Background: an optimization exercise with open tools, aiming at a short achievable clock period and few clock cycles. Do not read the settings as production practice.
Function was checked by simulation only, so behaviour that the tests miss may differ from the original.
Power and IR drop assume default switching activity.

===== flow/config.mk =====
export PLATFORM = sky130hd
export DESIGN_NAME = cpu
export DESIGN_NICKNAME = cpu
export VERILOG_FILES = /design/flow/design.v
export SDC_FILE = /design/flow/constraint.sdc
export NUM_CORES = 4
export LEC_CHECK = 0
export CAP_MARGIN = 20
export CORE_MARGIN = 2
export CORE_UTILIZATION = 50
export PLACE_DENSITY = 0.65
export SETUP_SLACK_MARGIN = 3.5
export SLEW_MARGIN = 20

===== flow/constraint.sdc =====
create_clock -name core_clock -period 5.5 [get_ports {clk}]
set_input_delay 1.1000 -clock core_clock [delete_from_list [all_inputs] [get_ports {clk}]]
set_output_delay 1.1000 -clock core_clock [all_outputs]
set_load 0.01 [all_outputs]

===== flow/design.v =====
module alu
(
  input                i_cin,
  input  [15:0]        i_op_a,
  input  [15:0]        i_op_b,
  output logic [15:0]  o_sum,
  output logic         o_z
);
  logic [16:0] s;
  assign s = {i_op_a, 1'b1} + {i_op_b, i_cin};
  assign o_sum = s[16:1];
  assign o_z = ((i_op_a ^ i_op_b) == {i_op_a[14:0] | i_op_b[14:0], i_cin});
endmodule
module regfile
(
  input clk,
  input reset,
  input i_write,
  input [2:0] i_addrw,
  input [15:0] i_data_in,
  output logic [7:0][15:0] o_regs
);
  always_ff @ (posedge clk, posedge reset) begin
    if (reset) o_regs <= '0;
    else if (i_write) o_regs[i_addrw] <= i_data_in;
  end
endmodule
module cpu
(
input clk,
input reset,
output [15:0] o_pc_addr,
output o_pc_rd,
input [15:0] i_pc_rddata,
input [15:0] i_ldst_rddata,
output [15:0] o_ldst_wrdata,
output [15:0] o_ldst_addr,
output o_ldst_rd,
output o_ldst_wr,
output [127:0] o_tb_regs
);
localparam int NB = 8;    
logic [7:0][15:0] rf;
logic [14:0] fa;          
logic [14:0] fa_b;        
logic [14:0] ras;         
logic        d_valid;
logic [14:0] d_pc, d_pc2;    
logic        d_pt;           
logic [14:0] d_ptgt;         
logic        x_valid;
logic        x_wait;      
logic        x_la, x_lb;  
logic [15:0] x_a, x_b;    
logic        x_sub;
logic [14:0] x_tgt;       
logic [14:0] x_pc, x_pc2;
logic        x_pt;
logic [14:0] x_ptgt;
logic        x_tok;       
logic        x_mov;       
logic        x_add;       
logic        x_mvhi, x_flags, x_ld, x_st;
logic        x_br, x_breg, x_jz, x_jn, x_jmp, x_call, x_ret;
logic        x_wr;
logic [2:0]  x_rd;
logic        w_wr, w_ld, w_call;
logic [2:0]  w_rd;
logic [15:0] w_res;
logic [14:0] w_pc2;
logic        p_rd, p_wr;
logic [15:0] p_addr, p_data;
logic        f_n, f_z;
logic [NB-1:0]       b_v, b_ret;
logic [NB-1:0][14:0] b_tag, b_tgt;
logic [2:0]          b_ptr;     
logic        u_v, u_ret;
logic [14:0] u_pc, u_tgt;
logic [NB-1:0] u2_we;
logic        u2_ret;
logic [14:0] u2_pc, u2_tgt;
logic [15:0] x_sum;
logic        x_z;
logic        x_go, x_take, x_mis;
logic [14:0] x_target, x_redir;
alu alu0 (.i_cin(x_sub), .i_op_a(x_a), .i_op_b(x_b), .o_sum(x_sum), .o_z(x_z));
assign x_go     = x_valid && !x_wait;
assign x_take   = x_br && (x_jmp || (x_jz && f_z) || (x_jn && f_n));
assign x_target = x_breg ? x_a[15:1] : x_tgt;
assign x_mis    = x_go && (x_take ? (!x_pt || (x_breg && !x_tok)) : x_pt);
assign x_redir  = x_take ? x_target : x_pc2;
assign o_ldst_addr   = p_addr;
assign o_ldst_wrdata = p_data;
assign o_ldst_rd     = p_rd;
assign o_ldst_wr     = p_wr;
logic [15:0] w_val;
assign w_val = w_ld ? i_ldst_rddata : (w_call ? {w_pc2, 1'b0} : w_res);
regfile rf0 (.clk(clk), .reset(reset), .i_write(w_wr), .i_addrw(w_rd),
             .i_data_in(w_val), .o_regs(rf));
assign o_tb_regs = rf;
assign o_pc_addr = {fa, 1'b0};
assign o_pc_rd   = 1'b1;
logic          b_hit;
logic [14:0]   b_pred;
always_comb begin
  b_hit = 1'b0;
  b_pred = 15'd0;
  for (int k = 0; k < NB; k++) begin
    if (b_v[k] && b_tag[k] == fa_b) begin
      b_hit = 1'b1;
      b_pred = b_pred | (b_ret[k] ? ras : b_tgt[k]);
    end
  end
end
logic [15:0] ir;
logic [3:0]  op;
logic        im;
logic [2:0]  rx, ry;
logic [14:0] tgt_imm;
logic        use_a, use_b;
logic        d_wr, d_sub, d_mvhi, d_call, d_ld, d_st;
logic        d_live, d_wait, d_redir, d_rj;
assign ir = i_pc_rddata;
assign op = ir[3:0];
assign im = ir[4];
assign rx = ir[7:5];
assign ry = ir[10:8];
assign d_mvhi = (op == 4'd6);
assign d_call = (op == 4'd12);
assign d_ld   = (op == 4'd4);
assign d_st   = (op == 4'd5);
assign d_sub  = (op == 4'd2) || (op == 4'd3);
assign tgt_imm = d_pc2 + {{4{ir[15]}}, ir[15:5]};
logic        xm, xl;
logic        hma, hmb, hca, hcb, hwa, hwb, la, lb;
logic [15:0] va, vb;
logic [15:0] ma;               
logic [15:0] cb;               
logic        kb;               
logic [15:0] na, nb;           
assign xm  = x_valid && x_wr && x_mov;
assign xl  = x_valid && x_wr && (x_ld || x_add);
assign hma = xm && (x_rd == rx);
assign hmb = xm && (x_rd == ry);
assign hca = x_valid && x_call && (rx == 3'd7);
assign hcb = x_valid && x_call && (ry == 3'd7);
assign la  = xl && (x_rd == rx);
assign lb  = xl && (x_rd == ry);
assign hwa = w_wr && (w_rd == rx);
assign hwb = w_wr && (w_rd == ry);
logic [15:0] rfa, rfb;
assign rfa = rf[rx];
assign rfb = rf[ry];
always_comb begin
  if (hma) va = x_a | x_b;
  else if (hca) va = {x_pc2, 1'b0};
  else if (hwa) va = w_val;
  else va = rfa;
  if (hmb) vb = x_a | x_b;
  else if (hcb) vb = {x_pc2, 1'b0};
  else if (hwb) vb = w_val;
  else vb = rfb;
end
assign ma = (op == 4'd0) ? 16'h0000 : (d_mvhi ? 16'h00ff : 16'hffff);
assign na = va & ma;
assign kb = im || d_call;
assign cb = d_call ? {d_pc2, 1'b0} : (d_mvhi ? {ir[15:8], 8'h00} : {{8{ir[15]}}, ir[15:8]});
assign nb = (kb ? cb : vb) ^ {16{d_sub}};
assign use_a = (op == 4'd1) || (op == 4'd2) || (op == 4'd3) || d_st || d_mvhi ||
               (op[3] && !im);
assign use_b = (!im && (op == 4'd0 || op == 4'd1 || op == 4'd2 || op == 4'd3)) ||
               d_ld || d_st;
assign d_wr  = (op == 4'd0) || (op == 4'd1) || (op == 4'd2) || d_ld ||
               d_mvhi || d_call;
logic st_now;
assign st_now = x_go && x_st;
assign d_live  = d_valid && !x_mis;
assign d_wait  = d_live && ((!d_st && ((use_a && la) || (use_b && lb))) || (d_ld && st_now));
assign d_redir = d_live && !d_pt && im && ((op == 4'd8) || d_call);
logic n_eff, z_eff, d_cond, d_ctake, d_cr;
assign n_eff   = f_n;
assign z_eff   = (x_go && x_flags) ? x_z : f_z;
assign d_cond  = im && ((op == 4'd9) || (op == 4'd10));
assign d_ctake = (op == 4'd9) ? z_eff : n_eff;
logic d_cok, d_sp;
assign d_cok   = !(x_go && x_flags && (op == 4'd10));
assign d_sp    = ir[15];
assign d_cr    = d_live && d_cond && (d_cok ? (d_ctake != d_pt) : (!d_pt && d_sp));
assign d_rj    = d_live && !d_pt && !im && ((op == 4'd8) || d_call) && !la;
logic        ovr;
logic [14:0] ovr_pc, fa_next;
always_comb begin
  ovr = x_mis || d_wait || d_redir || d_rj || d_cr;
  if (x_mis) ovr_pc = x_redir;
  else if (d_wait) ovr_pc = fa;
  else if (d_redir || (d_cond && !d_pt)) ovr_pc = tgt_imm;
  else if (d_cond) ovr_pc = d_pc2;
  else ovr_pc = va[15:1];
  if (ovr) fa_next = ovr_pc;
  else if (b_hit) fa_next = b_pred;
  else fa_next = fa + 15'd1;
end
logic [NB-1:0] u_hit;    
always_comb begin
  for (int k = 0; k < NB; k++) u_hit[k] = b_v[k] && (b_tag[k] == u_pc);
end
logic [15:0] wa, wb;
assign wa = x_la ? (x_mvhi ? {8'h00, w_val[7:0]} : w_val) : x_a;
assign wb = x_lb ? (w_val ^ {16{x_sub}}) : x_b;
always_ff @ (posedge clk, posedge reset) begin
  if (reset) begin
    fa <= 15'd1;      
    fa_b <= 15'd0;
    ras <= 15'd0;
    d_valid <= 1'b0;
    d_pc <= 15'd0; d_pc2 <= 15'd0; d_pt <= 1'b0; d_ptgt <= 15'd0;
    x_valid <= 1'b0;
    x_wait <= 1'b0;
    x_la <= 1'b0; x_lb <= 1'b0;
    x_a <= 16'd0; x_b <= 16'd0; x_sub <= 1'b0;
    x_tgt <= 15'd0; x_pc <= 15'd0; x_pc2 <= 15'd0; x_pt <= 1'b0; x_ptgt <= 15'd0; x_tok <= 1'b0;
    x_mov <= 1'b0; x_add <= 1'b0; x_mvhi <= 1'b0; x_flags <= 1'b0; x_ld <= 1'b0; x_st <= 1'b0;
    x_br <= 1'b0; x_breg <= 1'b0; x_jz <= 1'b0; x_jn <= 1'b0; x_jmp <= 1'b0; x_call <= 1'b0;
    x_ret <= 1'b0;
    x_wr <= 1'b0; x_rd <= 3'd0;
    w_wr <= 1'b0; w_ld <= 1'b0; w_call <= 1'b0; w_rd <= 3'd0; w_res <= 16'd0; w_pc2 <= 15'd0;
    p_rd <= 1'b0; p_wr <= 1'b0; p_addr <= 16'd0; p_data <= 16'd0;
    f_n <= 1'b0; f_z <= 1'b0;
    b_v <= '0; b_ptr <= 3'd0;
    u_v <= 1'b0; u_ret <= 1'b0; u_pc <= 15'd0; u_tgt <= 15'd0;
    u2_we <= '0; u2_ret <= 1'b0; u2_pc <= 15'd0; u2_tgt <= 15'd0;
  end else begin
    fa      <= fa_next;
    fa_b    <= fa_next;
    d_valid <= !(x_mis || d_wait || d_redir || d_rj || d_cr);
    d_pc    <= fa;
    d_pc2   <= fa + 15'd1;
    d_pt    <= b_hit;
    d_ptgt  <= b_pred;
    if (d_valid && d_call) ras <= d_pc2;
    if (x_go && x_flags) begin
      f_n <= x_sum[15];
      f_z <= x_z;
    end
    u_v   <= x_go && x_take;
    u_ret <= x_ret;
    u_pc  <= x_pc;
    u_tgt <= x_target;
    for (int k = 0; k < NB; k++) u2_we[k] <= u_v && (u_hit[k] || (!(|u_hit) && b_ptr == k));
    u2_ret <= u_ret;
    u2_pc  <= u_pc;
    u2_tgt <= u_tgt;
    if (u_v && !(|u_hit)) b_ptr <= b_ptr + 1'b1;
    b_v <= b_v | u2_we;
    w_wr   <= x_go && x_wr;
    w_ld   <= x_ld;
    w_call <= x_call;
    w_rd   <= x_rd;
    w_res  <= x_sum;
    w_pc2  <= x_pc2;
    if (st_now) begin
      p_wr   <= 1'b1;
      p_rd   <= 1'b0;
      p_addr <= x_lb ? w_val : x_b;
      p_data <= x_la ? w_val : x_a;
    end else if (x_wait) begin
      p_wr   <= 1'b0;
      p_rd   <= x_ld;
      p_addr <= wb;
    end else begin
      p_wr   <= 1'b0;
      p_rd   <= d_live && d_ld && !d_wait;
      p_addr <= vb;
    end
    if (x_wait) begin
      x_wait <= 1'b0;
      x_a    <= wa;
      x_b    <= wb;
      x_tok  <= (wa[15:1] == x_ptgt);
      x_la   <= 1'b0;
      x_lb   <= 1'b0;
    end else begin
      x_valid <= d_live;
      x_wait  <= d_wait;
      x_la    <= la && use_a;
      x_lb    <= lb && use_b;
      x_a     <= na;
      x_b     <= nb;
      x_sub   <= d_sub;
      x_tgt   <= tgt_imm;
      x_pc    <= d_pc;
      x_pc2   <= d_pc2;
      x_pt    <= d_cond ? (d_cok ? d_ctake : (d_pt || d_sp)) : (d_pt || d_redir || d_rj);
      x_ptgt  <= d_ptgt;
      x_tok   <= !d_pt || (va[15:1] == d_ptgt);
      x_mov   <= (op == 4'd0) || d_mvhi;
      x_add   <= (op == 4'd1) || (op == 4'd2);
      x_mvhi  <= d_mvhi;
      x_flags <= (op == 4'd1) || d_sub;
      x_ld    <= d_ld;
      x_st    <= d_st;
      x_br    <= op[3];
      x_breg  <= !im;
      x_jz    <= (op == 4'd9);
      x_jn    <= (op == 4'd10);
      x_jmp   <= (op == 4'd8) || d_call;
      x_call  <= d_call;
      x_ret   <= (op == 4'd8) && !im && (rx == 3'd7);
      x_wr    <= d_wr;
      x_rd    <= d_call ? 3'd7 : rx;
    end
  end
end
always_ff @ (posedge clk) begin
  for (int k = 0; k < NB; k++) begin
    if (u2_we[k]) begin
      b_tag[k] <= u2_pc;
      b_tgt[k] <= u2_tgt;
      b_ret[k] <= u2_ret;
    end
  end
end
endmodule

===== flow/run.sh =====
#!/bin/bash
# synth_recipe.tcl (not shown) runs the flow's synth.tcl, then flattens the netlist and writes it again
# the make line also repeats each setting of config.mk as NAME=value (left out here)
make -C /OpenROAD-flow-scripts/flow DESIGN_CONFIG=/design/flow/config.mk WORK_HOME=/design/flow/orfs CLKGATE_MAP_FILE= SYNTH_SCRIPT=/design/flow/synth_recipe.tcl finish

==> results of run 1 <==
worst max-delay path, cell delays in order (launching register included):
cell	delay, ns
dfrtp_4	0.53
buf_12	0.17
buf_12	0.13
xnor2_2	0.11
nand4_1	0.10
or4_4	0.56
buf_12	0.16
and4bb_4	0.24
nand2_8	0.10
and4b_1	0.28
nor4_4	0.06
a221o_1	0.27
flip-flops by register name, indices dropped and copies added (netlist names), 16 cells and up:
register,flops
b_tgt,120
x_a,16
w_res,16
p_data,16
p_addr,16
b_tag,120
rf0.o_regs,128
x_b,16
stage by stage:
step	cells	setup slack [ns]
2_1_floorplan	3105	-2.06
3_3_place_gp	4116	1.13
3_5_place_dp	4116	1.07
4_1_cts	4701	2.67
5_1_grt	4802	2.59
6_report	4804	2.64
what timing repair did:
item / CTS / global route
cloned: 19 / 4
buffers inserted: 421 / 97
hold buffers: 0 / 0
resized for setup: 1605 / 400
endpoints found under the setup margin: 734 / 446
pin swaps: 195 / 183
cells in the mapped netlist (21+ instances only):
master,instances
dfrtp_1,476
xnor2_1,313
nand2_1,274
edfxtp_1,248
o21ai_0,193
mux2i_1,186
clkbuf_1,155
nor2_1,127
mux2_2,126
a21oi_1,97
nand4_1,78
a22o_1,71
mux4_2,64
ha_1,56
inv_1,56
xor2_1,56
o22ai_1,53
nand3_1,50
nor3_1,32
a211oi_1,31
buf_2,31
a31oi_1,29
o211ai_1,25
buf_4,21
worst min-delay path by stage:
stage / startpoint / cells past startpoint / slack (ns) / to
floorplan: u_ret / 0 / 0.33 / u2_ret
finish: u_tgt[11] / 0 / 0.34 / u2_tgt[11]
detailed placement: u_tgt[11] / 0 / 0.34 / u2_tgt[11]
global route: u_tgt[11] / 0 / 0.36 / u2_tgt[11]
global placement: u_tgt[12] / 0 / 0.33 / u2_tgt[12]
CTS: u_tgt[11] / 0 / 0.35 / u2_tgt[11]
cells by family (layout without fill, tap and decap cells):
family,after synthesis,after routing
adder cells (fa/ha/maj),58,58
AO/OA/AOI/OAI,602,602
XOR/XNOR,370,370
flip-flops,725,725
multiplexers,376,376
other,2,4
buffers and inverters,295,1028
AND/OR/NAND/NOR,677,682
report_power, final:
part	internal [W]	switching, W	leakage [nW]	total [W]
logic	0.00668	0.00695	12.1	0.0136
clock network	0.00312	0.00234	1.28	0.00546
registers	0.00737	0.00209	7.98	0.00945
total	0.0172	0.0114	21.4	0.0285
metal layers:
metal / GRT usage / vias to the layer above / routed length (um)
li1: - / 12600 / -
met1: 0.519 / 15900 / 56200
met2: 0.605 / 2353 / 69700
met3: 0.0872 / 677 / 16700
met4: 0.219 / 2 / 11300
met5: 0 / - / 50
layout make-up:
cell class	count	area share
Clock inverter	41	0.00854
Clock buffer	104	0.0414
Timing Repair inverter	1	0.0000960
Multi-Input combinational cell	2090	0.388
Antenna cell	2	0.0000960
Inverter	59	0.00530
Sequential cell	725	0.375
Timing Repair Buffer	823	0.158
Tap cell	959	0.0230
==> run summary, run 1 <==
first-pass GRT wire length=213000 um; mux cell area share after synthesis=0.129; CP endpoint=fa_b[6]; number of flops mapped to enable cells by yosys=248; number of slew-limit violations in the final report=0; standard-cell row count=99; worst voltage drop across the vdd grid=0.334 mV; area share of the leading cell type in the synthesized netlist=0.327; area of the core=0.0726 mm2; Synth area leader=dfrtp_1; required time worst endpoint=6.02 ns; number of buffers inserted by port buffering=210; number of max-cap violations=0; via count=31600; Compound-Gate Fraction of Synth Area=0.106; Inserted Clock Buffers=78; Startpoint Class=flip-flop; TritonCTS clock tree=built; multi-input combinational cell area=0.0203 mm2; register-to-register setup slack=2.64 ns; overall routing resource usage=0.393; clock latency on the worst-skew pair=0.66 ns; cell at the root of the clock tree=clkbuf_16; synth-to-layout area growth=42.9%; Netlist Area Pre-Place=0.0365 mm2; Yosys Warn Count=2; most frequent standard cell in the layout excluding fill and tap cells=buf_4; Post-Synthesis Cells=3105; share of the core filled with cells in the final layout=0.718; WL/cell=32.1 um; combinational family with the most area after synthesis=multiplexers; horizontal extent of the die=274 um; adder-cell area share of the yosys netlist=0.0203; leading cell types in the layout, fill and taps excluded=buf_4 (399), dfrtp_1 (379), edfxtp_1 (248); launch point of the critical path=fa_b[6]; detailed-router iteration count before antenna repair=9; Max Fclk=0.350 GHz; number of clock sinks=725; Clock Skews=0.0303 ns; H-tree levels=3; highest fanout seen on the critical path=7; Distinct cells, synth=80; unrepaired setup endpoints after global routing=true; Routed Antenna Nets=0; part of the Yosys area used for sequential elements=0.531; vias per cell=6.58; drc violations=0; FF+latch count, synth=725; vias in the first global route=30600; category of the worst setup path capture point=flip-flop; maximum clock path buffer count=3; pin count of the biggest net entering global routing=109; worst path arrival time=3.38 ns; Async S/R FF share, synth=0.658; total setup violations reported at the end of the flow=0; worst reg2reg path endpoint=fa_b[6]; Avg Synthesized Cell Area=11.7 um2; slew at the pin closest to its max-slew limit=1.16 ns; share of the clock period used by the worst path after layout=0.519; starting utilization of the core area=0.502; global placement routability congestion=0.977; total global routing overflow=0; critical setup path kind=flip-flop to flip-flop; net count of the mapped netlist=3197; Die Ht=274 um; accumulated negative setup slack=0 ns; number of antenna violations at the first check in global routing=2; worst min-delay path class=flip-flop to flip-flop; Hold Slack=0.344 ns; power density over the cells=547 mW/mm2; filler cell count in the final layout=4728; clk slew on worst S/H paths=0.06 ns; final-stage net count=3870; overall power=0.0285 W; DP Area=0.0400 mm2; area share of and/or/nand/nor cells after synthesis=0.0886; ratio of cells with drive above 1 in the final layout=0.474; top cells by area, synth=dfrtp_1 (33%), edfxtp_1 (20%), xnor2_1 (7.5%), mux2i_1 (5.1%), mux4_2 (4.0%); outcome=no timing/DRC/antenna violations; headroom to the max-slew limit=0.227; leakage power total=21.4 nW; total detailed-routing wirelength=154000 um; post-layout minimum cycle time=2.86 ns; top-level port count=213; initial DRC count=4129; sequential cell area=0.0196 mm2; dominant register cell in the synthesized netlist=dfrtp_1; launch instance of the worst register-to-register path=fa_b[6]; Reg2Reg Depth=11; final HPWL from detailed placement=90900 um; area enclosed by the die boundary=0.0751 mm2; endpoints failing hold=0; Final Instance Area=0.0521 mm2; post-synthesis xor/xnor area fraction=0.0891
Testbench counts, summed over its fixed seeds: cycles 117,626.
==> run 2, diff against run 1 <==
--- a/flow/config.mk
+++ b/flow/config.mk
@@ -7,7 +7,8 @@
 export LEC_CHECK = 0
 export CAP_MARGIN = 20
 export CORE_MARGIN = 2
-export CORE_UTILIZATION = 50
-export PLACE_DENSITY = 0.65
-export SETUP_SLACK_MARGIN = 3.5
+export CORE_UTILIZATION = 40
+export PLACE_DENSITY = 0.6
+export SETUP_SLACK_MARGIN = 5
 export SLEW_MARGIN = 20
+export TNS_END_PERCENT = 100
==> run 2 against run 1 <==
  * Largest cell class unchanged
  * First-iteration DRC count rose by 9.9%
  * Combinational power rose by 12%
  * Register-to-register slack got worse by 0.25 ns
  * Die area rose by 25%
  * Hold slack improved by 0.0022 ns
  * Via count rose by 13%
  * Total power rose by 7.8%
  * Critical path depth fell by 1
  * Count of clock-buffer cells in the layout rose by 6
  * Still clean on timing, DRC and antenna
==> run summary, run 2 <==
outcome=no timing/DRC/antenna violations; register-to-register setup slack=2.39 ns; accumulated negative setup slack=0 ns; Die Ht=306 um; Max Fclk=0.321 GHz; endpoints failing hold=0; terminating pin of the worst hold path=u2_tgt[10]; Post-Synthesis Cells=3105; worst voltage drop across the vdd grid=0.402 mV; via count=35600; cell at the root of the clock tree=clkbuf_16; total detailed-routing wirelength=191000 um; multi-input combinational cell area=0.0209 mm2; launch point of the critical path=fa_b[11]; number of stages on the worst hold path=0; top cells by area, synth=dfrtp_1 (33%), edfxtp_1 (20%), xnor2_1 (7.5%), mux2i_1 (5.1%), mux4_2 (4.0%); area of the core=0.0901 mm2; ratio of cells with drive above 1 in the final layout=0.551; Inserted Clock Buffers=82; WL/cell=35.1 um; vias per cell=6.52; hold bufs inserted after CTS=0; first-pass GRT wire length=240000 um; top-level port count=213; vias in the first global route=33500; highest fanout seen on the critical path=6; headroom to the max-slew limit=0.260; leakage power total=25.2 nW; number of antenna violations at the first check in global routing=17; clock latency on the worst-skew pair=0.70 ns; post-layout minimum cycle time=3.11 ns; drc violations=0; Cells after DPL=4340; Reg2Reg Depth=10; launch instance of the worst register-to-register path=fa_b[11]; starting utilization of the core area=0.405; H-tree levels=3; Routed Antenna Nets=0; leading cell types in the layout, fill and taps excluded=buf_4 (444), dfrtp_1 (348), buf_6 (334); category of the worst setup path capture point=flip-flop; TritonCTS clock tree=built; unrepaired setup endpoints after global routing=true; required time worst endpoint=6.13 ns; Synth area leader=dfrtp_1; number of flops mapped to enable cells by yosys=248; library cell with the highest instance count after synthesis=dfrtp_1; slew at the pin closest to its max-slew limit=1.11 ns; initial DRC count=4539; synth-to-layout area growth=65.1%; share of the clock period used by the worst path after layout=0.566; filler cell count in the final layout=5649; hold path start=u_tgt[10]; most frequent standard cell in the layout excluding fill and tap cells=buf_4; final HPWL from detailed placement=89400 um; clock share of power=0.193; net count of the mapped netlist=3197; horizontal extent of the die=306 um; Yosys Warn Count=2; number of clock sinks=725; number of slew-limit violations in the final report=0; power density over the cells=511 mW/mm2; power dissipated by switching net loads=0.0124 W; overall routing resource usage=0.355; Netlist Area Pre-Place=0.0365 mm2; global placement routability congestion=0.952; worst reg2reg path endpoint=fa_b[5]; Final Non-Filler Cells=5452; internal power=0.0183 W; Final Instance Area=0.0602 mm2; dominant register cell in the synthesized netlist=dfrtp_1; worst min-delay path class=flip-flop to flip-flop; pin count of the biggest net entering global routing=52; FF+latch count, synth=725; part of the power in registers=0.313; area share of the leading cell type in the synthesized netlist=0.327; cell types with the highest counts after synthesis=dfrtp_1 (476), xnor2_1 (313), nand2_1 (274); maximum clock path buffer count=3; part of the power in combinational logic=0.494; Distinct cells, synth=80; number of buffers inserted by port buffering=210; Startpoint Class=flip-flop; area enclosed by the die boundary=0.0936 mm2; max FFs per register=128; overall power=0.0308 W; proportion of total power due to net switching=0.404; final-stage net count=4288; part of the Yosys area used for sequential elements=0.531; detailed-router iteration count before antenna repair=8; critical setup path kind=flip-flop to flip-flop; Async S/R FF share, synth=0.658; Avg Synthesized Cell Area=11.7 um2; total setup violations reported at the end of the flow=0; registers with the most flip-flops=rf0.o_regs x128, b_tag x120, b_tgt x120; worst path arrival time=3.74 ns; number of max-cap violations=0; DP Area=0.0403 mm2; Most flops, register=rf0.o_regs; Clock Skews=0.0527 ns; total global routing overflow=0; clk slew on worst S/H paths=0.06 ns; sequential cell area=0.0196 mm2; standard-cell row count=110
[run 2: cell counts after synthesis]
No cell type changed its count.
[run 2: how the worst max path moves through the flow]
| stage | cells past startpoint | to | slack, ns |
|---|---|---|---|
| finish | 10 | fa_b[5] | 2.39 |
| global route | 10 | fa_b[6] | 2.33 |
| CTS | 10 | fa_b[6] | 2.70 |
| detailed placement | 9 | fa_b[1] | 1.09 |
| global placement | 9 | fa_b[1] | 1.16 |
| floorplan | 1 | b_ptr[0] | -2.06 |
[run 2: kinds of logic (layout without fill, tap and decap cells)]
group,after synthesis,in the layout,share of synthesized area
other,2,12,0.000206
multiplexers,376,376,0.129
AND/OR/NAND/NOR,677,689,0.0886
adder cells (fa/ha/maj),58,58,0.0203
buffers and inverters,295,1444,0.0347
XOR/XNOR,370,370,0.0891
flip-flops,725,725,0.531
AO/OA/AOI/OAI,602,602,0.106
[run 2: worst max-delay path, cell delays in order, from the launching register on]
cell and delay [ns]:
dfrtp_4 0.54, buf_6 0.20, xnor2_1 0.23, nand4_1 0.27
or4_4 0.69, buf_8 0.20, o22ai_4 0.16, a211oi_2 0.09
and4b_1 0.26, nor4_2 0.26, a221o_1 0.16
[run 2: metal layers]
| metal | vias up | wire length (um) | track usage |
|---|---|---|---|
| met5 | - | 132 | 0 |
| met4 | 16 | 20800 | 0.250 |
| met3 | 1279 | 25600 | 0.0866 |
| met2 | 3331 | 82000 | 0.555 |
| met1 | 17400 | 62700 | 0.431 |
| li1 | 13500 | - | - |
[run 2: layout make-up]
type,instances,area share
antenna,10,0.000416
clock buffer,110,0.0384
clock inverter,44,0.00904
inverter,59,0.00476
multi-input combinational,2097,0.347
sequential,725,0.326
tap,1176,0.0244
timing repair buffer,1228,0.250
timing repair inverter,3,0.000665
[run 2: power by group through the flow]
| stage | sequential [W] | clock, W | combinational (W) |
|---|---|---|---|
| global placement | 0.00978 | 0 | 0.00808 |
| detailed placement | 0.00979 | 0 | 0.00810 |
| finish | 0.00962 | 0.00595 | 0.0152 |
| global route | 0.00961 | 0.00614 | 0.0156 |
| floorplan | 0.00849 | 0 | 0.00544 |
| CTS | 0.00938 | 0.00582 | 0.0123 |
[run 2: per-stage QoR]
stage               utilization  hold WS [ns]  setup WS, ns
detailed placement        0.447         0.335          1.09
CTS                       0.616         0.348          2.70
global placement          0.447         0.333          1.16
global route              0.668         0.353          2.33
floorplan                     -         0.331         -2.06
finish                    0.668         0.347          2.39
[run 2: timing repair]
item | CTS | global route
pin swaps | 261 | 230
resized for setup | 2103 | 520
gates cloned | 112 | 25
setup buffers | 595 | 216
setup endpoints to repair | 1597 | 1611
==> run 3, diff against run 2 <==
--- a/flow/design.v
+++ b/flow/design.v
@@ -61,6 +61,7 @@
 logic        x_mov;       
 logic        x_add;       
 logic        x_mvhi, x_flags, x_ld, x_st;
+logic        x_stx;       
 logic        x_br, x_breg, x_jz, x_jn, x_jmp, x_call, x_ret;
 logic        x_wr;
 logic [2:0]  x_rd;
@@ -173,9 +174,11 @@
 assign d_wr  = (op == 4'd0) || (op == 4'd1) || (op == 4'd2) || d_ld ||
                d_mvhi || d_call;
 logic st_now;
-assign st_now = x_go && x_st;
+assign st_now = x_go && x_st && !x_stx;
 assign d_live  = d_valid && !x_mis;
 assign d_wait  = d_live && ((!d_st && ((use_a && la) || (use_b && lb))) || (d_ld && st_now));
+logic d_stx;
+assign d_stx   = d_live && d_st && !la && !lb && !st_now;
 assign d_redir = d_live && !d_pt && im && ((op == 4'd8) || d_call);
 logic n_eff, z_eff, d_cond, d_ctake, d_cr;
 assign n_eff   = f_n;
@@ -219,7 +222,7 @@
     x_la <= 1'b0; x_lb <= 1'b0;
     x_a <= 16'd0; x_b <= 16'd0; x_sub <= 1'b0;
     x_tgt <= 15'd0; x_pc <= 15'd0; x_pc2 <= 15'd0; x_pt <= 1'b0; x_ptgt <= 15'd0; x_tok <= 1'b0;
-    x_mov <= 1'b0; x_add <= 1'b0; x_mvhi <= 1'b0; x_flags <= 1'b0; x_ld <= 1'b0; x_st <= 1'b0;
+    x_mov <= 1'b0; x_add <= 1'b0; x_mvhi <= 1'b0; x_flags <= 1'b0; x_ld <= 1'b0; x_st <= 1'b0; x_stx <= 1'b0;
     x_br <= 1'b0; x_breg <= 1'b0; x_jz <= 1'b0; x_jn <= 1'b0; x_jmp <= 1'b0; x_call <= 1'b0;
     x_ret <= 1'b0;
     x_wr <= 1'b0; x_rd <= 3'd0;
@@ -267,6 +270,11 @@
       p_wr   <= 1'b0;
       p_rd   <= x_ld;
       p_addr <= wb;
+    end else if (d_stx) begin
+      p_wr   <= 1'b1;
+      p_rd   <= 1'b0;
+      p_addr <= vb;
+      p_data <= va;
     end else begin
       p_wr   <= 1'b0;
       p_rd   <= d_live && d_ld && !d_wait;
@@ -299,6 +307,7 @@
       x_flags <= (op == 4'd1) || d_sub;
       x_ld    <= d_ld;
       x_st    <= d_st;
+      x_stx   <= d_stx;
       x_br    <= op[3];
       x_breg  <= !im;
       x_jz    <= (op == 4'd9);
--- a/flow/config.mk
+++ b/flow/config.mk
@@ -9,6 +9,5 @@
 export CORE_MARGIN = 2
 export CORE_UTILIZATION = 40
 export PLACE_DENSITY = 0.6
-export SETUP_SLACK_MARGIN = 5
+export SETUP_SLACK_MARGIN = 3.5
 export SLEW_MARGIN = 20
-export TNS_END_PERCENT = 100
==> run 3 against run 2 <==
  * Still clean on timing, DRC and antenna
  * Area after synthesis grew 0.44%
  * Cell area fell by 15%
  * Total power is 7.9% lower
  * Sequential cell count is 1 higher
  * First-iteration DRC count is 22% lower
  * Count of clock-buffer cells in the layout grew 3
  * Die area increased by 0.44%
  * Synthesized cell count about the same
  * Combinational power fell by 16%
  * Critical path type unchanged
  * Largest power group unchanged
==> run summary, run 3 <==
pin count of the biggest net entering global routing=105; worst path arrival time=3.65 ns; vias in the first global route=29600; max incr delay on CP=0.58 ns; category of the worst setup path capture point=flip-flop; clk slew on worst S/H paths=0.06 ns; Startpoint Class=flip-flop; detailed-router iteration count before antenna repair=8; number of max-cap violations=0; required time worst endpoint=6.01 ns; cell types with the highest counts after synthesis=dfrtp_1 (477), xnor2_1 (324), nand2_1 (274); Inserted Clock Buffers=81; filler cell count in the final layout=7163; number of slew-limit violations in the final report=0; synth-to-layout area growth=40.0%; number of stages on the worst hold path=0; Avg Synthesized Cell Area=11.8 um2; vias per cell=6.10; crit-path cells=buf_6, xnor2_1, nand4_1, nor4_2, buf_6, and4b_2, nand4b_4, nand4_1, a21oi_2, o21ai_1; Async S/R FF share, synth=0.658; top-level port count=213; total setup violations reported at the end of the flow=0; Clock Skews=0.0584 ns; total detailed-routing wirelength=151000 um; power density over the cells=553 mW/mm2; max FFs per register=128; final HPWL from detailed placement=93000 um; most frequent standard cell in the layout excluding fill and tap cells=buf_4; first-pass GRT wire length=212000 um; Distinct cells, synth=80; final-stage net count=3827; leading cell types in the layout, fill and taps excluded=buf_4 (402), dfrtp_1 (389), xnor2_1 (288); share of the clock period used by the worst path after layout=0.572; Routed Antenna Nets=0; maximum clock path buffer count=3; Max Fclk=0.318 GHz; number of flops mapped to enable cells by yosys=248; Netlist Area Pre-Place=0.0366 mm2; net count of the mapped netlist=3194; ratio of cells with drive above 1 in the final layout=0.451; sequential cell area=0.0196 mm2; endpoints failing hold=0; outcome=no timing/DRC/antenna violations; multi-input combinational cell area=0.0194 mm2; worst setup margin=2.35 ns; Setup WS pre-CTS=1.24 ns; number of antenna violations at the first check in global routing=6; registers with the most flip-flops=rf0.o_regs x128, b_tag x120, b_tgt x120; library cell with the highest instance count after synthesis=dfrtp_1; Most flops, register=rf0.o_regs; top cells by area, synth=dfrtp_1 (33%), edfxtp_1 (20%), xnor2_1 (7.7%), mux2_2 (5.0%), mux2i_1 (4.3%); highest fanout seen on the critical path=16; clock latency on the worst-skew pair=0.68 ns; TritonCTS clock tree=built; worst min-delay path class=flip-flop to flip-flop; dominant register cell in the synthesized netlist=dfrtp_1; WL/cell=30.2 um; number of clock sinks=726; hold path start=x_pc[5]; initial DRC count=3522; starting utilization of the core area=0.405; cell with the biggest individual delay on the critical path=dfrtp_4; leakage power total=20.8 nW; horizontal extent of the die=307 um; launch instance of the worst register-to-register path=fa_b[7]; via count=30400; standard-cell row count=110; worst voltage drop across the vdd grid=0.336 mV; cell at the root of the clock tree=clkbuf_16; unrepaired setup endpoints after global routing=true; Hold Slack=0.335 ns; FF+latch count, synth=726; global placement routability congestion=0.953; headroom to the max-slew limit=0.267; total global routing overflow=0; Post-Synthesis Cells=3102; H-tree levels=3; drc violations=0; launch point of the critical path=fa_b[7]; Yosys Warn Count=2; post-layout minimum cycle time=3.15 ns; number of buffers inserted by port buffering=210; area of the core=0.0904 mm2; slew at the pin closest to its max-slew limit=1.10 ns; critical setup path kind=flip-flop to flip-flop; area enclosed by the die boundary=0.0940 mm2; Synth area leader=dfrtp_1; Reg2Reg Depth=10; hold bufs inserted after CTS=0; Die Ht=307 um; part of the Yosys area used for sequential elements=0.530; overall routing resource usage=0.312; area share of the leading cell type in the synthesized netlist=0.326
## run 3: cell types whose count changed after synthesis, sizes merged, moves of 8 or more
cell / change
and2: -8
mux2: +37
clkbuf: -18
xor2: -11
xnor2: +11
o21a: +9
inv: -8
buf: +25
nor3: -17
mux2i: -28
## run 3: power by group
part	internal [W]	switching (W)	leakage, nW	total [W]
sequential	0.00741	0.00227	7.93	0.00967
combinational	0.00642	0.00637	11.5	0.0128
clock	0.00345	0.00243	1.40	0.00589
## run 3: what timing repair did
item,4_1_cts,5_1_grt
setup endpoints to repair,746,487
resized for setup,1492,261
endpoints found under the hold margin,0,0
buffers inserted,376,94
cloned,23,2
pin swaps,169,207
## run 3: metrics by stage
| step | std cells | total power (W) | TNS [ns] | util | area [um2] |
|---|---|---|---|---|---|
| finish | 4982 | 0.0283 | 0 | 0.567 | 51300 |
| global route | 4978 | 0.0292 | 0 | 0.567 | 51300 |
| CTS | 4882 | 0.0269 | 0 | 0.546 | 49400 |
| detailed placement | 4333 | 0.0184 | 0 | 0.448 | 40500 |
| global placement | 4331 | 0.0183 | 0 | 0.448 | 40500 |
| floorplan | 3102 | 0.0141 | -990.50 | - | 37700 |
## run 3: per-layer routing
metal  track usage  part of all wire  routed length, um  up-vias
met2         0.484              0.45              67600     1999
met1         0.410              0.38              57600    15200
met4         0.181             0.072              10800        8
met3        0.0586             0.097              14600      588
li1              -                 -                  -    12600
met5             0           0.00046                 70        -
## run 3: worst paths after layout
| check | to | slack (ns) |
|---|---|---|
| hold reg to reg | u_pc[5] | 0.34 |
| min in group asynchronous | x_ptgt[5] | 0.94 |
| setup / recovery | fa_b[2] | 2.35 |
| hold / removal | u_pc[5] | 0.34 |
| setup reg to reg | fa_b[2] | 2.35 |
| max in group asynchronous | u_pc[9] | 3.75 |
## run 3: cell families (layout without fill, tap and decap cells)
| logic type | Yosys count | after routing | synth area share |
|---|---|---|---|
| compound gates | 594 | 595 | 0.106 |
| xor+xnor | 370 | 370 | 0.0885 |
| fa+ha+maj | 58 | 58 | 0.0202 |
| buf+inv | 295 | 990 | 0.0352 |
| flops | 726 | 726 | 0.530 |
| mux | 385 | 385 | 0.133 |
| other cells | 2 | 6 | 0.000205 |
| simple gates | 672 | 676 | 0.0877 |
## run 3: final cells by class
class                   instances  area share
clock inverters                37      0.0115
flip-flops and latches        726       0.382
clock buffers                 113      0.0444
multi-input cells            2086       0.378
well taps                    1176      0.0287
inverters                      52     0.00434
repair inverters                2    0.000317
diodes                          4    0.000195
repair buffers                786       0.150
## run 3: critical path: cells and delay by family (launching register included)
family | cells | cell delay, ns
DFF | 1 | 0.58
xor gates and xnor gates | 1 | 0.15
and+or+nand+nor | 5 | 1.35
AOI/OAI and AO/OA | 2 | 0.43
buffers and inverters | 2 | 0.47
Testbench counts of run 3, summed over its fixed seeds: cycles 117,120.
==> run 4, diff against run 3 <==
--- a/flow/design.v
+++ b/flow/design.v
@@ -42,7 +42,7 @@
 localparam int NB = 8;    
 logic [7:0][15:0] rf;
 logic [14:0] fa;          
-logic [14:0] fa_b;        
+logic [14:0] fa_o;        
 logic [14:0] ras;         
 logic        d_valid;
 logic [14:0] d_pc, d_pc2;    
@@ -99,7 +99,7 @@
 regfile rf0 (.clk(clk), .reset(reset), .i_write(w_wr), .i_addrw(w_rd),
              .i_data_in(w_val), .o_regs(rf));
 assign o_tb_regs = rf;
-assign o_pc_addr = {fa, 1'b0};
+assign o_pc_addr = {fa_o, 1'b0};
 assign o_pc_rd   = 1'b1;
 logic          b_hit;
 logic [14:0]   b_pred;
@@ -107,7 +107,7 @@
   b_hit = 1'b0;
   b_pred = 15'd0;
   for (int k = 0; k < NB; k++) begin
-    if (b_v[k] && b_tag[k] == fa_b) begin
+    if (b_v[k] && b_tag[k] == fa) begin
       b_hit = 1'b1;
       b_pred = b_pred | (b_ret[k] ? ras : b_tgt[k]);
     end
@@ -213,7 +213,7 @@
 always_ff @ (posedge clk, posedge reset) begin
   if (reset) begin
     fa <= 15'd1;      
-    fa_b <= 15'd0;
+    fa_o <= 15'd1;
     ras <= 15'd0;
     d_valid <= 1'b0;
     d_pc <= 15'd0; d_pc2 <= 15'd0; d_pt <= 1'b0; d_ptgt <= 15'd0;
@@ -233,8 +233,8 @@
     u_v <= 1'b0; u_ret <= 1'b0; u_pc <= 15'd0; u_tgt <= 15'd0;
     u2_we <= '0; u2_ret <= 1'b0; u2_pc <= 15'd0; u2_tgt <= 15'd0;
   end else begin
-    fa      <= fa_next;
-    fa_b    <= fa_next;
+    fa_o    <= fa_next;
+    if (!d_wait) fa <= fa_next;    
     d_valid <= !(x_mis || d_wait || d_redir || d_rj || d_cr);
     d_pc    <= fa;
     d_pc2   <= fa + 15'd1;
==> run 4 against run 3 <==
  * Sequential power increased by 2.2%
  * Maximum frequency increased by 8.2%
  * Area after synthesis up 1.5%
  * Non-clock buffer count is 9 lower
  * Hold slack improved by 0.012 ns
  * Total power down 1.1%
  * Critical endpoint is now fa[7]
==> run summary, run 4 <==
pin count of the biggest net entering global routing=102; worst path arrival time=3.46 ns; total detailed-routing wirelength=149000 um; number of flops mapped to enable cells by yosys=248; clk slew on worst S/H paths=0.07 ns; critical setup path kind=flip-flop to flip-flop; H-tree levels=3; endpoints failing hold=0; power density over the cells=540 mW/mm2; Inserted Clock Buffers=81; Async S/R FF share, synth=0.665; via count=30500; final-stage net count=3858; TritonCTS clock tree=built; launch point of the critical path=fa[0]; slew at the pin closest to its max-slew limit=1.14 ns; vias in the first global route=29300; max FFs per register=128; Netlist Area Pre-Place=0.0372 mm2; WL/cell=29.4 um; outcome=no timing/DRC/antenna violations; number of antenna violations at the first check in global routing=5; unrepaired setup endpoints after global routing=true; total global routing overflow=0; registers with the most flip-flops=rf0.o_regs x128, b_tag x120, b_tgt x120; synth-to-layout area growth=39.9%; horizontal extent of the die=309 um; top cells by area, synth=dfrtp_1 (33%), edfxtp_1 (20%), xnor2_1 (7.7%), mux2i_1 (5.2%), mux2_2 (5.0%); global placement routability congestion=0.956; Distinct cells, synth=83; drc violations=0; highest fanout seen on the critical path=6; Post-Synthesis Cells=3123; net count of the mapped netlist=3215; overall routing resource usage=0.301; max incr delay on CP=0.65 ns; dominant register cell in the synthesized netlist=dfrtp_1; Hold Slack=0.347 ns; standard-cell row count=111; share of the clock period used by the worst path after layout=0.529; area of the core=0.0919 mm2; part of the Yosys area used for sequential elements=0.532; Die Ht=309 um; clock latency on the worst-skew pair=0.67 ns; most frequent standard cell in the layout excluding fill and tap cells=dfrtp_1; number of slew-limit violations in the final report=0; hold bufs inserted after CTS=0; cell with the biggest individual delay on the critical path=dfstp_4; overall power=0.0280 W; headroom to the max-slew limit=0.240; worst voltage drop across the vdd grid=0.313 mV; top-level port count=213; Most flops, register=rf0.o_regs; total setup violations reported at the end of the flow=0; Max Fclk=0.344 GHz; cell at the root of the clock tree=clkbuf_16; Synth area leader=dfrtp_1; worst min-delay path class=flip-flop to flip-flop; Avg Synthesized Cell Area=11.9 um2; leakage power total=21.2 nW; vias per cell=6.01; number of buffers inserted by port buffering=210; cell types with the highest counts after synthesis=dfrtp_1 (490), xnor2_1 (327), nand2_1 (268); launch instance of the worst register-to-register path=fa[0]; initial DRC count=3554; Clock Skews=0.0383 ns; maximum clock path buffer count=3; starting utilization of the core area=0.404; crit-path cells=buf_12, xnor2_2, nand4_1, or4_4, buf_12, nand4_4, or4_4, inv_4, mux2_4, mux2_4; required time worst endpoint=6.06 ns; FF+latch count, synth=740; Startpoint Class=flip-flop; leading cell types in the layout, fill and taps excluded=dfrtp_1 (416), buf_4 (398), xnor2_1 (283); number of max-cap violations=0; library cell with the highest instance count after synthesis=dfrtp_1; crit-path leading delay family=simple AND/OR/NAND/NOR gates; area share of the leading cell type in the synthesized netlist=0.330; Yosys Warn Count=2; area enclosed by the die boundary=0.0954 mm2; category of the worst setup path capture point=flip-flop; first-pass GRT wire length=208000 um; ratio of cells with drive above 1 in the final layout=0.450; post-layout minimum cycle time=2.91 ns; Routed Antenna Nets=0; buffering stage count on the worst path with inverters included=3; hold path start=u_ret; number of clock sinks=740; final HPWL from detailed placement=90900 um; detailed-router iteration count before antenna repair=5
run 4: changes by cell type after synthesis, sizes merged, moves of 7 or more:
| cell | change |
|---|---|
| o21a | -18 |
| a221oi | +17 |
| a221o | -7 |
| clkbuf | -16 |
| nor4 | -8 |
| nand3 | +11 |
| and4b | -9 |
| mux2i | +36 |
| inv | +15 |
| a31oi | -8 |
| dfrtp | +13 |
| or3 | +8 |
| a21oi | +22 |
| o211ai | -13 |
run 4: logic make-up after synthesis:
group / after synthesis / synth area share
buffers and inverters: 294 / 0.0367
AND/OR/NAND/NOR: 654 / 0.0828
other: 2 / 0.000202
flip-flops: 740 / 0.532
AO/OA/AOI/OAI: 580 / 0.0993
XOR/XNOR: 369 / 0.0872
adder cells (fa/ha/maj): 58 / 0.0199
multiplexers: 426 / 0.142
run 4: final timing paths:
| kind | end | slack [ns] | cells past startpoint |
|---|---|---|---|
| worst max-delay path | fa[7] | 2.59 | 10 |
| worst max register to register | fa[7] | 2.59 | 10 |
| min in group asynchronous | w_res[12] | 0.88 | 2 |
| worst min-delay path | u2_ret | 0.35 | 0 |
| worst min register to register | u2_ret | 0.35 | 0 |
| max in group asynchronous | fa[2] | 3.64 | 3 |
run 4: where the power goes:
part | switching [W] | internal [W] | leakage (nW)
clock | 0.00241 | 0.00354 | 1.43
combinational | 0.00611 | 0.00610 | 11.6
sequential | 0.00235 | 0.00753 | 8.18
run 4: layer usage:
metal	track usage	routed length, um
met3	0.0667	15600
met2	0.457	66100
met1	0.418	59800
met5	0	43
met4	0.122	7680
run 4: timing repair:
item                                    in CTS  in global routing
endpoints found under the setup margin     644                506
setup buffers                              348                124
resized for setup                         1415                411
pin swaps                                  166                150
gates cloned                                22                  5
run 4: metrics by stage:
step	setup WS [ns]	cell area, um2	instances	setup TNS, ns	utilization
2_1_floorplan	-2.27	38100	3123	-1113.59	-
3_3_place_gp	0.998	41000	4427	0	0.446
3_5_place_dp	0.951	41000	4427	0	0.446
4_1_cts	2.70	49100	4949	0	0.534
5_1_grt	2.60	52000	5079	0	0.565
6_report	2.59	52000	5079	0	0.565
run 4: area by class of cell:
type | instances | area [um2]
clock inverters | 41 | 612
repair buffers | 777 | 7390
well taps | 1243 | 1560
flip-flops and latches | 740 | 19900
multi-input cells | 2100 | 19900
inverters | 66 | 282
diodes | 1 | 2.50
fillers | 7466 | 40000
clock buffers | 111 | 2300
Testbench counts of run 4, summed over its fixed seeds: cycles 117,120.
==> run 5, diff against run 4 <==
--- a/flow/design.v
+++ b/flow/design.v
@@ -39,7 +39,7 @@
 output o_ldst_wr,
 output [127:0] o_tb_regs
 );
-localparam int NB = 8;    
+localparam int NB = 4;    
 logic [7:0][15:0] rf;
 logic [14:0] fa;          
 logic [14:0] fa_o;        
@@ -74,7 +74,7 @@
 logic        f_n, f_z;
 logic [NB-1:0]       b_v, b_ret;
 logic [NB-1:0][14:0] b_tag, b_tgt;
-logic [2:0]          b_ptr;     
+logic [1:0]          b_ptr;     
 logic        u_v, u_ret;
 logic [14:0] u_pc, u_tgt;
 logic [NB-1:0] u2_we;
@@ -229,7 +229,7 @@
     w_wr <= 1'b0; w_ld <= 1'b0; w_call <= 1'b0; w_rd <= 3'd0; w_res <= 16'd0; w_pc2 <= 15'd0;
     p_rd <= 1'b0; p_wr <= 1'b0; p_addr <= 16'd0; p_data <= 16'd0;
     f_n <= 1'b0; f_z <= 1'b0;
-    b_v <= '0; b_ptr <= 3'd0;
+    b_v <= '0; b_ptr <= 2'd0;
     u_v <= 1'b0; u_ret <= 1'b0; u_pc <= 15'd0; u_tgt <= 15'd0;
     u2_we <= '0; u2_ret <= 1'b0; u2_pc <= 15'd0; u2_tgt <= 15'd0;
   end else begin
==> run 5 against run 4 <==
  * Sequential share of layout area shrank 2.4 points
  * Routed wire length shrank 12%
  * Count of clock-buffer cells in the layout shrank 14
  * Final cell count shrank 14%
  * Register-to-register slack is essentially flat
  * Cell area shrank 15%
  * Clock skew grew 0.015 ns
  * Via count shrank 13%
  * Sequential power shrank 17%
  * Global-route usage grew 2.3 points
  * Highest routed layer unchanged
==> run summary, run 5 <==
post-layout minimum cycle time=2.91 ns; accumulated negative setup slack=0 ns; clock latency on the worst-skew pair=0.65 ns; total setup violations reported at the end of the flow=0; hold bufs inserted after CTS=0; global placement routability congestion=0.948; total detailed-routing wirelength=132000 um; first-pass GRT wire length=185000 um; via count=26600; top cells by area, synth=dfrtp_1 (39%), edfxtp_1 (12%), xnor2_1 (5.5%), mux2i_1 (5.1%), mux4_2 (4.7%); worst voltage drop across the vdd grid=0.292 mV; synth-to-layout area growth=44.3%; Avg Synthesized Cell Area=11.6 um2; Final Instance Area=0.0443 mm2; number of buffers inserted by port buffering=210; drc violations=0; standard-cell row count=101; unrepaired setup endpoints after global routing=true; max FFs per register=128; Max Fclk=0.343 GHz; cell at the root of the clock tree=clkbuf_16; outcome=no timing/DRC/antenna violations; Yosys Warn Count=2; number of clock sinks=607; leakage power total=18.6 nW; slew at the pin closest to its max-slew limit=1.05 ns; number of max-cap violations=0; worst path arrival time=3.44 ns; number of flops mapped to enable cells by yosys=124; TritonCTS clock tree=built; Cells after DPL=3739; Inserted Clock Buffers=68; highest fanout seen on the critical path=6; number of antenna violations at the first check in global routing=2; Startpoint Class=flip-flop; Distinct cells, synth=92; share of the core filled with cells in the final layout=0.583; horizontal extent of the die=281 um; number of stages on the worst hold path=0; vias per cell=6.07; worst reg2reg path endpoint=fa_o[0]; library cell with the highest instance count after synthesis=dfrtp_1; DP Area=0.0342 mm2; area of the core=0.0759 mm2; H-tree levels=3; required time worst endpoint=6.03 ns; detailed-router iteration count before antenna repair=5; hold path start=u_tgt[0]; final HPWL from detailed placement=80500 um; net count of the mapped netlist=2731; starting utilization of the core area=0.404; multi-input combinational cell area=0.0174 mm2; Final Non-Filler Cells=4375; Netlist Area Pre-Place=0.0307 mm2; most frequent standard cell in the layout excluding fill and tap cells=dfrtp_1; maximum clock path buffer count=3; register-to-register setup slack=2.59 ns; Reg2Reg Depth=13; FF+latch count, synth=607; cell types with the highest counts after synthesis=dfrtp_1 (481), nand2_1 (243), xnor2_1 (193); power density over the cells=540 mW/mm2; final-stage net count=3379; number of slew-limit violations in the final report=0; critical setup path kind=flip-flop to flip-flop; dominant register cell in the synthesized netlist=dfrtp_1; clk slew on worst S/H paths=0.07 ns; part of the Yosys area used for sequential elements=0.515; sequential cell area=0.0159 mm2; Clock Skews=0.0534 ns; Async S/R FF share, synth=0.796; Die Ht=281 um; share of the clock period used by the worst path after layout=0.529; category of the worst setup path capture point=flip-flop; WL/cell=30.1 um; top-level port count=213; initial DRC count=2769; terminating pin of the worst hold path=u2_tgt[0]; overall routing resource usage=0.324; vias in the first global route=26200; Routed Antenna Nets=0; registers with the most flip-flops=rf0.o_regs x128, b_tag x60, b_tgt x60; leading cell types in the layout, fill and taps excluded=dfrtp_1 (416), buf_4 (367), nand2_1 (214); Most flops, register=rf0.o_regs; launch instance of the worst register-to-register path=x_b[13]; worst min-delay path class=flip-flop to flip-flop; Post-Synthesis Cells=2641; endpoints failing hold=0; pin count of the biggest net entering global routing=106; Synth area leader=dfrtp_1; headroom to the max-slew limit=0.299; total global routing overflow=0; filler cell count in the final layout=5972; area share of the leading cell type in the synthesized netlist=0.392; ratio of cells with drive above 1 in the final layout=0.484; area enclosed by the die boundary=0.0790 mm2
-- run 5: how the worst max path moves through the flow --
stage	startpoint	slack, ns	depth (start not counted)	to
floorplan	reset	-2.15	1	b_ptr[0]
global placement	i_pc_rddata[3]	0.91	10	fa_o[7]
detailed placement	i_pc_rddata[3]	0.84	10	fa_o[7]
CTS	x_sub	2.58	12	fa_o[11]
global route	i_pc_rddata[5]	2.54	13	x_tok
finish	x_b[13]	2.59	13	fa_o[0]
-- run 5: what timing repair did --
item	CTS	global route
pin swaps	172	145
buffers inserted	352	130
endpoints found under the setup margin	664	481
resized for setup	1386	333
cloned	24	4
-- run 5: power breakdown --
part / internal, W / switching (W)
sequential: 0.00624 / 0.00193
combinational: 0.00548 / 0.00550
clock: 0.00278 / 0.00201
-- run 5: critical path, stage by stage, from the launching register on --
cell      delay, ns
dfrtp_1        0.43
inv_2          0.07
ha_4           0.33
xor2_4         0.17
nand4_1        0.15
nor4_2         0.32
buf_4          0.24
a21oi_4        0.08
xor2_2         0.16
o21ai_4        0.26
buf_6          0.19
buf_6          0.11
a211oi_4       0.04
a21oi_2        0.23
-- run 5: kinds of logic (layout without fill, tap and decap cells) --
| logic type | Yosys count | count (layout) | share of synthesized area |
|---|---|---|---|
| other | 2 | 3 | 0.000245 |
| buffers and inverters | 252 | 942 | 0.0354 |
| xor gates and xnor gates | 248 | 248 | 0.0717 |
| AOI/OAI and AO/OA | 560 | 561 | 0.121 |
| adders and majority gates | 56 | 56 | 0.0233 |
| and+or+nand+nor | 571 | 583 | 0.0894 |
| muxes | 345 | 345 | 0.144 |
| DFF | 607 | 607 | 0.515 |
-- run 5: through the flow --
| step | hold slack [ns] | setup WS (ns) | power [W] |
|---|---|---|---|
| floorplan | 0.331 | -2.15 | 0.0120 |
| global placement | 0.335 | 0.912 | 0.0156 |
| detailed placement | 0.337 | 0.842 | 0.0158 |
| CTS | 0.349 | 2.58 | 0.0224 |
| global route | 0.351 | 2.54 | 0.0248 |
| finish | 0.350 | 2.59 | 0.0239 |
-- run 5: final cells by class --
class | instances | area share
Multi-Input combinational cell | 1795 | 0.393
Sequential cell | 607 | 0.359
Timing Repair Buffer | 756 | 0.160
Clock buffer | 97 | 0.0438
Tap cell | 1030 | 0.0291
Clock inverter | 28 | 0.00878
Inverter | 60 | 0.00624
Timing Repair inverter | 1 | 0.000113
Antenna cell | 1 | 0.0000565
-- run 5: routing by layer --
layer | GRT usage | wire length [um] | part of all wire
met1 | 0.407 | 49100 | 0.37
met5 | 0 | 13 | 0.000099
met2 | 0.512 | 60200 | 0.46
met4 | 0.228 | 11600 | 0.088
met3 | 0.0520 | 10700 | 0.081
Testbench counts of run 5, summed over its fixed seeds: cycles 117,431.
==> run 6, diff against run 5 <==
--- a/flow/design.v
+++ b/flow/design.v
@@ -42,6 +42,9 @@
 localparam int NB = 4;    
 logic [7:0][15:0] rf;
 logic [14:0] fa;          
+logic [14:1] fa_hi;       
+logic        fa0n;
+assign fa = {fa_hi, ~fa0n};
 logic [14:0] fa_o;        
 logic [14:0] ras;         
 logic        d_valid;
@@ -182,11 +185,11 @@
 assign d_redir = d_live && !d_pt && im && ((op == 4'd8) || d_call);
 logic n_eff, z_eff, d_cond, d_ctake, d_cr;
 assign n_eff   = f_n;
-assign z_eff   = (x_go && x_flags) ? x_z : f_z;
+assign z_eff   = f_z;
 assign d_cond  = im && ((op == 4'd9) || (op == 4'd10));
 assign d_ctake = (op == 4'd9) ? z_eff : n_eff;
 logic d_cok, d_sp;
-assign d_cok   = !(x_go && x_flags && (op == 4'd10));
+assign d_cok   = !(x_go && x_flags);
 assign d_sp    = ir[15];
 assign d_cr    = d_live && d_cond && (d_cok ? (d_ctake != d_pt) : (!d_pt && d_sp));
 assign d_rj    = d_live && !d_pt && !im && ((op == 4'd8) || d_call) && !la;
@@ -212,7 +215,8 @@
 assign wb = x_lb ? (w_val ^ {16{x_sub}}) : x_b;
 always_ff @ (posedge clk, posedge reset) begin
   if (reset) begin
-    fa <= 15'd1;      
+    fa_hi <= 14'd0;   
+    fa0n <= 1'b0;
     fa_o <= 15'd1;
     ras <= 15'd0;
     d_valid <= 1'b0;
@@ -234,7 +238,10 @@
     u2_we <= '0; u2_ret <= 1'b0; u2_pc <= 15'd0; u2_tgt <= 15'd0;
   end else begin
     fa_o    <= fa_next;
-    if (!d_wait) fa <= fa_next;    
+    if (!d_wait) begin
+      fa_hi <= fa_next[14:1];
+      fa0n  <= ~fa_next[0];
+    end    
     d_valid <= !(x_mis || d_wait || d_redir || d_rj || d_cr);
     d_pc    <= fa;
     d_pc2   <= fa + 15'd1;
==> run 6 against run 5 <==
  * Via count down 2.8%
  * Count of clock-buffer cells in the layout down 4
  * Sequential power about the same
  * First-iteration DRC count down 5.0%
  * Setup slack better by 0.10 ns
  * Maximum frequency up 3.6%
  * Register-to-register slack better by 0.16 ns
  * Clock power up 3%
  * Final cell count down 2.7%
  * Critical endpoint is now fa_o[10]
  * Largest cell class unchanged
==> run summary, run 6 <==
outcome=no timing/DRC/antenna violations; registers with the most flip-flops=rf0.o_regs x128, b_tag x60, b_tgt x60; worst path arrival time=3.36 ns; horizontal extent of the die=280 um; net count of the mapped netlist=2721; internal power=0.0143 W; clock share of power=0.207; total global routing overflow=0; Netlist Area Pre-Place=0.0305 mm2; Distinct cells, synth=82; register-to-register setup slack=2.75 ns; Inserted Clock Buffers=69; initial DRC count=2630; Reg2Reg Depth=11; Synth area leader=dfrtp_1; starting utilization of the core area=0.403; cell types with the highest counts after synthesis=dfrtp_1 (482), nand2_1 (252), xnor2_1 (192); drc violations=0; number of slew-limit violations in the final report=0; power density over the cells=547 mW/mm2; final HPWL from detailed placement=84700 um; pin count of the biggest net entering global routing=130; Routed Antenna Nets=0; Clock Skews=0.0574 ns; TritonCTS clock tree=built; top cells by area, synth=dfrtp_1 (40%), edfxtp_1 (12%), xnor2_1 (5.5%), mux2i_1 (5.5%), mux4_2 (4.7%); number of antenna repair diodes=0; maximum clock path buffer count=3; via count=25800; Async S/R FF share, synth=0.796; share of the clock period used by the worst path after layout=0.511; required time worst endpoint=6.05 ns; part of the power in registers=0.343; clk slew on worst S/H paths=0.06 ns; power dissipated by switching net loads=0.00947 W; Avg Synthesized Cell Area=11.6 um2; Die Ht=280 um; leading cell types in the layout, fill and taps excluded=dfrtp_1 (415), buf_4 (336), nand2_1 (224); library cell with the highest instance count after synthesis=dfrtp_1; clock latency on the worst-skew pair=0.65 ns; filler cell count in the final layout=6021; max FFs per register=128; Post-Synthesis Cells=2631; endpoints failing hold=0; launch instance of the worst register-to-register path=d_pc2[0]; category of the worst setup path capture point=flip-flop; post-layout minimum cycle time=2.81 ns; Max Fclk=0.356 GHz; ratio of cells with drive above 1 in the final layout=0.455; area of the core=0.0757 mm2; top-level port count=213; multi-input combinational cell area=0.0168 mm2; Final Non-Filler Cells=4258; slew at the pin closest to its max-slew limit=1.09 ns; area share of the leading cell type in the synthesized netlist=0.395; total setup violations reported at the end of the flow=0; WL/cell=31.2 um; synth-to-layout area growth=42.5%; sequential cell area=0.0159 mm2; proportion of total power due to net switching=0.398; total detailed-routing wirelength=133000 um; standard-cell row count=101; overall routing resource usage=0.326; number of flops mapped to enable cells by yosys=124; Most flops, register=rf0.o_regs; worst reg2reg path endpoint=fa_o[14]; number of antenna violations at the first check in global routing=7; number of clock sinks=607; leakage power total=18.6 nW; part of the Yosys area used for sequential elements=0.518; number of max-cap violations=0; worst min-delay path class=flip-flop to flip-flop; share of the core filled with cells in the final layout=0.574; hold path start=u_tgt[1]; highest fanout seen on the critical path=7; H-tree levels=3; final-stage net count=3313; number of buffers inserted by port buffering=210; vias per cell=6.06; headroom to the max-slew limit=0.276; detailed-router iteration count before antenna repair=7; dominant register cell in the synthesized netlist=dfrtp_1; most frequent standard cell in the layout excluding fill and tap cells=dfrtp_1; Hold Slack=0.341 ns; number of stages on the worst hold path=0; hold bufs inserted after CTS=0; unrepaired setup endpoints after global routing=true; global placement routability congestion=0.948; Cells after DPL=3683; critical setup path kind=input pin to flip-flop; Startpoint Class=input pin; FF+latch count, synth=607; Yosys Warn Count=2; worst voltage drop across the vdd grid=0.329 mV; vias in the first global route=25400; cell at the root of the clock tree=clkbuf_16; area enclosed by the die boundary=0.0785 mm2; terminating pin of the worst hold path=u2_tgt[1]; first-pass GRT wire length=184000 um; part of the power in combinational logic=0.450
-- run 6: cell types whose count changed after synthesis, sizes merged, moves of 10 or more --
| cell | previous run | this run |
|---|---|---|
| xor2 | 54 | 43 |
| nor2 | 93 | 116 |
| o21ai | 163 | 150 |
| o2bb2ai | 0 | 11 |
| a22o | 64 | 75 |
| nand2b | 18 | 8 |
| nand2 | 243 | 253 |
| a21oi | 132 | 117 |
-- run 6: power groups by stage --
stage,clock network (W),logic [W],registers (W)
detailed placement,0,0.00762,0.00831
global route,0.00515,0.0112,0.00823
floorplan,0,0.00465,0.00734
CTS,0.00494,0.00961,0.00804
finish,0.00492,0.0107,0.00816
global placement,0,0.00757,0.00826
-- run 6: area by class of cell --
cell class | count | area share
clock buffer | 93 | 0.0439
clock inverter | 35 | 0.0116
inverter | 56 | 0.00524
multi-input combinational | 1782 | 0.386
sequential | 607 | 0.366
tap | 978 | 0.0282
timing repair buffer | 707 | 0.159
-- run 6: worst max path at each step --
stage	from	endpoint	slack [ns]	cells after the start
final	i_pc_rddata[5]	fa_o[10]	2.69	12
after global routing	i_pc_rddata[5]	fa_o[14]	2.66	12
after CTS	i_pc_rddata[5]	fa_o[14]	2.79	12
after detailed placement	i_pc_rddata[6]	fa_o[3]	1.20	10
after global placement	i_pc_rddata[6]	fa_o[3]	1.21	10
after floorplan	reset	b_ptr[0]	-2.15	1
-- run 6: worst max-delay path, stage by stage --
cell and delay [ns]:
buf_16 0.13, ha_4 0.14, inv_2 0.04, fa_2 0.38
nor2b_4 0.13, o31a_1 0.24, o21ai_2 0.11, o21ai_2 0.19
a21oi_2 0.10, xnor2_2 0.33, o21ai_2 0.16, a221oi_2 0.30
-- run 6: cells by family after synthesis --
family | share of synthesized area
other | 0.000246
adder cells (fa/ha/maj) | 0.0235
AO/OA/AOI/OAI | 0.120
buffers and inverters | 0.0354
AND/OR/NAND/NOR | 0.0870
XOR/XNOR | 0.0685
flip-flops | 0.518
multiplexers | 0.147
-- run 6: timing repair --
action | in CTS | in global routing
pin swaps | 167 | 164
setup buffers | 312 | 107
endpoints found under the setup margin | 703 | 611
cloned | 19 | 9
resized for setup | 1349 | 275
-- run 6: layer usage --
layer | GRT usage | share of wire | vias up
met5 | 0 | 0 | -
met4 | 0.159 | 0.066 | 0
met3 | 0.0449 | 0.074 | 393
met2 | 0.535 | 0.47 | 1458
met1 | 0.425 | 0.39 | 13200
li1 | - | - | 10700
-- run 6: metrics by stage --
stage	setup TNS [ns]	area, um2	total power, W	setup WS [ns]
after floorplan	-1034.64	31400	0.0120	-2.15
after global placement	0	34000	0.0158	1.21
after detailed placement	0	34100	0.0159	1.20
after CTS	0	41400	0.0226	2.79
after global routing	0	43500	0.0245	2.66
final	0	43500	0.0238	2.69
Testbench counts of run 6, summed over its fixed seeds: cycles 117,485.

[afterwards: timing with drivers on the ports]
The flow's constraints put no driver on any port. The routed layouts listed below were extracted and timed again, unchanged, in two steps. Step 1, drivers: a clkbuf_16 drives clk and a buf_2 each remaining input, both assumed. Step 2 also shifts input and output timing later by t, the mid clock arrival at the registers, as if the neighbouring blocks saw the same clock. Three values: ideal ports, drivers, drivers and shift; two values: the first two.
run | t (ns) | setup slack, ns | hold slack, ns | worst setup path at the end | worst slew at a driven data input, ns
run 1 | 0.720 | 2.643 / 2.606 / 1.886 | 0.344 / 0.344 / 0.344 | input to register | 0.23
run 2 | 0.746 | 2.388 / 2.388 / 1.819 | 0.347 / 0.347 / 0.347 | input to register | 0.29
run 3 | 0.718 | 2.354 / 2.354 / 1.699 | 0.335 / 0.335 / 0.335 | input to register | 0.30
run 4 | 0.728 | 2.592 / 2.592 / 2.024 | 0.347 / 0.347 / 0.347 | input to register | 0.10
run 5 | 0.688 | 2.588 / 2.588 / 1.910 | 0.350 / 0.350 / 0.350 | input to register | 0.10
run 6 | 0.692 | 2.689 / 2.673 / 1.981 | 0.341 / 0.341 / 0.341 | input to register | 0.09
After both steps every run listed still meets setup and hold. The setup slack of run 1, which loses most, moves by -0.037 ns with the drivers and by -0.757 ns with both steps.
